This design comes from an exercise in tuning for small area, a short achievable clock period and few clock cycles per item on the open sky130 flow, not from production work.
Function not checked in this run: the RTL went through the layout flow alone.

[design.v]
`timescale 1ns / 1ps
module FP16_div(
    input [15:0]data_dividend,
    input [15:0]data_divisor,
    input input_valid,
    input clk,
    input rst,
    output [15:0]data_q,
    output reg output_update,
    output reg idle
    );
    reg found;               
    reg s;                   
    reg [12:0] X;            
    reg [10:0] D;            
    reg [6:0] E;             
    reg [10:0] M;            
    assign data_q = {s, E[4:0], M[9:0]};
    wire busy = ~idle;
    wire load = input_valid & idle;
    wire [4:0] ea = data_dividend[14:10];
    wire [4:0] eb = data_divisor[14:10];
    wire ea_nz = |ea;
    wire eb_nz = |eb;
    wire [12:0] X_in = ea_nz ? {2'b00, 1'b1, data_dividend[9:0]} : {2'b00, data_dividend[9:0], 1'b0};
    wire [10:0] D_in = eb_nz ? {1'b1, data_divisor[9:0]} : {data_divisor[9:0], 1'b0};
    wire [6:0] E_in = {2'b00, ea} + {2'b00, ~eb} + 7'b1110000;    
    wire sub = ~X[12];
    wire [11:0] Dm = {1'b0, D} ^ {12{sub}};                    
    wire [11:0] D2m = {D, 1'b0} ^ {12{sub}};                   
    wire [11:0] T1 = X[11:0] + Dm + {11'd0, sub};              
    wire [11:0] A = {X[10:0], 1'b0} + Dm + {11'd0, sub};       
    wire [11:0] B = {X[10:0], 1'b0} + Dm + D2m + {10'd0, sub, 1'b0};   
    wire q1 = ~T1[11];
    wire [11:0] T2 = (q1 == sub) ? B : A;
    wire q2 = ~T2[11];
    wire Dz = ~|D;
    wire dn = ~D[10];
    wire signed [6:0] Es = E;
    wire e_ovf = Es >= 32;
    wire e31 = E == 7'd31;
    wire e_big = (Es >= 3) & (Es <= 31);
    wire e2 = E == 7'd2;
    wire e1 = E == 7'd1;
    wire e_den = (Es >= -8) & (Es <= 0);
    wire e_m9 = Es == -9;
    wire e_m10 = Es == -10;
    wire e_zero = Es <= -11;
    wire [3:0] mk = 4'd2 - E[3:0];                       
    wire [10:0] marker = 11'd1 << mk;
    wire [6:0] Ep1 = E + 7'd1;
    wire [6:0] Em1 = E - 7'd1;
    wire [6:0] Em2 = E - 7'd2;
    wire [9:0] M_inc = M[9:0] + 10'd1;
    wire ones9 = &M[8:0];
    wire ones10 = ones9 & M[9];
    wire e30 = E[4:0] == 5'd30;
    wire zero9 = ~|{E[4:0], M[8:0]};
    wire inc9 = q1 & q2 & ~(e30 & ones9);                 
    wire inc10 = q1 & ~(e30 & ones10);                    
    wire ovf = Dz | (~dn & ~found & (e_ovf | (e31 & q1)));
    wire done = ovf | (~dn & (found ? (M[10] | M[9]) : (e_zero | e_m10 | e_m9)));
    always @(posedge clk) begin
        if (rst) begin
            idle <= 1'b1;
            output_update <= 1'b0;
        end else if (load) begin
            idle <= 1'b0;
            output_update <= 1'b0;
        end else begin
            idle <= idle | done;
            output_update <= busy & done;
        end
    end
    always @(posedge clk) begin
        if (load) begin
            X <= X_in;
            D <= D_in;
        end else if (dn) begin
            D <= {D[9:0], 1'b0};
        end else begin
            X <= {T2, 1'b0};
        end
    end
    always @(posedge clk) begin
        if (load) begin
            s <= data_dividend[15] ^ data_divisor[15];
            E <= E_in;
            M <= 11'd0;
            found <= 1'b0;
        end else if (ovf) begin
            E <= 7'd30;
            M <= 11'h3ff;
        end else if (dn) begin
            E <= Ep1;
        end else if (found) begin
            if (M[10]) begin
                if (inc10) begin
                    M[9:0] <= M_inc;
                    if (ones10) E <= Ep1;
                end
                if (zero9 & ~M[9] & ~q1) s <= 1'b0;
            end else if (M[9]) begin
                M[9:0] <= inc9 ? {M_inc[8:0], 1'b0} : {M[8:0], q1 | q2};
                if (inc9 & ones9) E <= Ep1;
                if (zero9 & ~q1 & ~q2) s <= 1'b0;
            end else begin
                M <= {M[8:0], q1, q2};
            end
        end else begin
            found <= 1'b1;
            if (e_zero) begin
                s <= 1'b0;
                E <= 7'd0;
            end else if (e_m10) begin
                s <= s & q1;
                E <= 7'd0;
                M <= {10'd0, q1};
            end else if (e_m9) begin
                s <= s & (q1 | q2);
                E <= 7'd0;
                M <= {9'd0, q1 & q2, q1 ^ q2};
            end else if (e_den) begin
                E <= 7'd0;
                M <= marker | {9'd0, q1, q2};
            end else if (e1) begin
                E <= {6'd0, q1};
                M <= {9'd0, 1'b1, q2};
            end else if (e2) begin
                E <= q1 ? 7'd2 : {6'd0, q2};
                M <= {9'd0, q1, q1 ? q2 : 1'b1};
            end else begin
                if (q1) begin
                    M <= {9'd0, 1'b1, q2};
                end else if (q2) begin
                    E <= Em1;
                    M <= 11'd1;
                end else begin
                    E <= Em2;
                    found <= 1'b0;
                end
            end
        end
    end
endmodule
[standard.sh]
#!/bin/bash
# synth_recipe.tcl (not shown) runs the flow's synth.tcl, then flattens the netlist and writes it again
# the make line also repeats each setting of config.mk as NAME=value (left out here)
make -C /OpenROAD-flow-scripts/flow DESIGN_CONFIG=/design/flow/config.mk WORK_HOME=/design/flow/orfs CLKGATE_MAP_FILE= SYNTH_SCRIPT=/design/flow/synth_recipe.tcl "${@:-finish}"
[constraint.sdc]
create_clock -name core_clock -period 5.0 [get_ports {clk}]
set_input_delay 1.0000 -clock core_clock [delete_from_list [all_inputs] [get_ports {clk}]]
set_output_delay 1.0000 -clock core_clock [all_outputs]
set_load 0.01 [all_outputs]
[config.mk]
export PLATFORM = sky130hd
export DESIGN_NAME = FP16_div
export DESIGN_NICKNAME = FP16_div
export VERILOG_FILES = /design/flow/design.v
export SDC_FILE = /design/flow/constraint.sdc
export NUM_CORES = 4
export LEC_CHECK = 0
export CAP_MARGIN = 20
export CORE_MARGIN = 2
export CORE_UTILIZATION = 40
export SETUP_SLACK_MARGIN = 1.5
export SLEW_MARGIN = 20
[flow/run.sh]
#!/bin/bash
# Standard layout, with the port buffers made from buf_2 cells.
set -euo pipefail
export BUFFER_PORTS_ARGS="-buffer_cell sky130_fd_sc_hd__buf_2"
bash standard.sh > standard.log 2>&1
==> summary.txt <==
-- final timing paths --
check	start	endpoint	slack (ns)
min reg2reg	idle	idle	0.57
max	X[12]	E[6]	0.32
max reg2reg	X[12]	E[6]	0.32
min	idle	idle	0.57
-- placed cells by master, fill, tap and decap left out, types with 10 or more instances in the layout --
cell / Yosys / layout
xnor2_1: 30 / 18
dfxtp_1: 15 / 15
ha_4: 0 / 24
mux2i_1: 30 / 27
buf_4: 16 / 56
a21oi_1: 48 / 30
buf_6: 2 / 12
nand4_1: 11 / 11
nor2_1: 38 / 38
o21ai_0: 43 / 33
inv_1: 27 / 25
nor3_1: 14 / 13
xor2_1: 17 / 15
a21oi_2: 0 / 17
buf_2: 7 / 52
edfxtp_1: 31 / 31
nand2_1: 56 / 55
nand3_1: 22 / 21
ha_1: 69 / 44
a21o_1: 14 / 14
o21ai_1: 4 / 10
-- per-stage QoR --
stage | cell area, sq um | cells
global placement | 6370 | 904
finish | 7700 | 964
detailed placement | 6370 | 904
floorplan | 6010 | 697
global route | 7700 | 964
CTS | 7350 | 948
-- worst max-delay path, stage by stage, from the launching register on --
cell      delay, ns
edfxtp_1       0.46
buf_12         0.19
xnor2_4        0.23
ha_4           0.24
a21o_1         0.17
a31o_1         0.23
a221o_1        0.36
nor3_4         0.16
inv_2          0.07
ha_4           0.24
ha_4           0.23
a21oi_2        0.15
o21ai_2        0.08
a31oi_4        0.15
a21o_1         0.15
nand2_1        0.06
mux2i_2        0.20
xor2_2         0.23
buf_12         0.17
mux2_4         0.31
a311oi_2       0.24
o21ai_1        0.08
-- layer usage --
layer	GRT usage (%)	wire length (microns)	part of all wire [%]
met1	29.4	7960	44
met2	40.4	9020	49
met3	2.96	808	4.4
met4	7.27	461	2.5
met5	0	0	0
-- state kept, by name (all words and copies together) (netlist names) --
name           cells
M                 11
idle               1
E                  7
found              1
output_update      1
X                 13
D                 11
s                  1
-- final cells by class --
class	count	area share, %
clock buffers	7	1.72
clock inverters	1	0.0975
inverters	28	1.40
multi-input cells	572	65.7
flip-flops and latches	46	16.0
well taps	184	2.99
repair buffers	126	12.2
-- repair_timing --
item / in CTS / in global routing
endpoints found under the setup margin: 39 / 38
endpoints found under the hold margin: 0 / 0
setup buffers: 35 / 16
pin swaps: 37 / 19
cloned: 1 / 0
resized for setup: 93 / 35
-- kinds of logic (layout without fill, tap and decap cells) --
logic type | after synthesis | in the layout
mux | 32 | 32
compound gates | 199 | 199
fa+ha+maj | 72 | 72
xor+xnor | 50 | 50
buf+inv | 79 | 162
flops | 46 | 46
simple gates | 219 | 219
==> results.ini <==
[global_route]
grt_pass1_vias=5791
grt_overflow=0
antenna_found_initial=0
grt_pass1_wl_mm=29.4
grt_max_degree=42
grt_usage_pct=23.1

[floorplan]
placementRows=44
dieWidth_microns=125
start_util_pct=40.6
core_area_sq_um=14400
die_area_sq_um=15600
die_h_microns=125
io_pins=53

[logic_synthesis]
synth_compound_area_share_pct=22.9
synth_area_sq_um=5830
yosys_register_bits=46
synth_edf_count=31
synth_common_cells=ha_1 (69), nand2_1 (56), a21oi_1 (48)
synth_cell_types=78
ys_dominant_reg_cell=edfxtp_1
synth_xor_xnor_area_share_pct=7.90
synth_fa_ha_area_share_pct=15.8
synth.avg_cell_area_sq_um=8.36
async_flop_share_pct=0
synth_cells=697
synth_top_family_by_area=compound AO/OA/AOI/OAI gates
synth_fp_nets=804
synth_mux_area_share_pct=5.54
netlist.area_leader.share_pct=16.0
yosys.area.top_type=edfxtp_1
yosys_warnings=1
ys_seq_area_share_pct=21.1
ys_top_cells_by_area=edfxtp_1 (16%), ha_1 (15%), dfxtp_1 (5.2%)
yosysMostFrequentCell=ha_1
synthSimpleGateAreaFrac_pct=20.0

[sta]
rsz0062_at_grt=true
fin_skew_ns=0.00845
whs_ns=0.566
worst_slew_pin_slew_ns=1.10
period_share_pct=93.7
slew_viol_final=0
period_needed_ns=4.68
finalSetupTns_ns=0
max_clock_freq_mhz=214
maxSlewHeadroom_pct=26.2
hold_viol=0
fin_ws_ns=0.317
setup_violations=0

[clock_network]
clk_pin_slew_ns=0.07
cts_tree=done
clkLatencyLatePin_ns=0.30
holdBufCountCts=0
cts_buffers=5
cts_buffer_depth=2
clock-sinks=46
cts-root-buf=clkbuf_16
htree_levels=2

[outcome]
status=no timing/DRC/antenna violations

[route]
postRouteAntennaNets=0
first_pass_iters=5
drc=0
wl_mm=18.3
vias_per_cell=5.99
wl_per_cell_microns=18.9
num_vias=5779
drtIter0Drc=560

[setup_path]
worstRegToRegCells=21
startpoint_type=flop
end_kind=flop
critPathArrivalTime_ns=4.73
crit_type=flop to flop
path_max_fanout=7
crit_required_ns=5.05

[min_path]
worstHoldPathCells=2
holdCritPathClass=flop to flop

[finish]
insertedDiodeCount=0
drive_gt1_share_pct=31.7
final_util_pct=53.6
n_fill_cell=1266
register_area_sq_um=1230
multi_input_area_sq_um=5060
area_growth_pct=32.1
nets=886

[job]
cap_violations=0

[placement]
gp_congestion=0.863
post-dp-hpwl_mm=13.0
numPortBuffers=52
dpl_worst_slack_ns=-0.0634

-- static timing again, ports no longer ideal --
The results above use ideal ports. As a check the final layout listed here was re-extracted and re-timed, cells and wires unchanged. Step 1: set_driving_cell puts a clkbuf_16 on clk and a buf_2 on each other input, an assumption about the parent block. Step 2 moves the port delays by t, midway between the first and last clock arrival at a register: inputs arrive t later, outputs are due t later. That takes back most of the time a late clock gives input paths. a / b / c = ideal ports / drivers / drivers and shift; a / b = the first two.
t (ns): 0.346
setup WS [ns]: 0.317 / 0.317 / 0.317
worst setup path at the end: register to register
clock arrival spread, ns: 0.009 / 0.008
After both steps setup and hold are still met in this run. For this run, drivers alone change the setup slack by 0.000 ns; drivers and shift together by 0.000 ns.
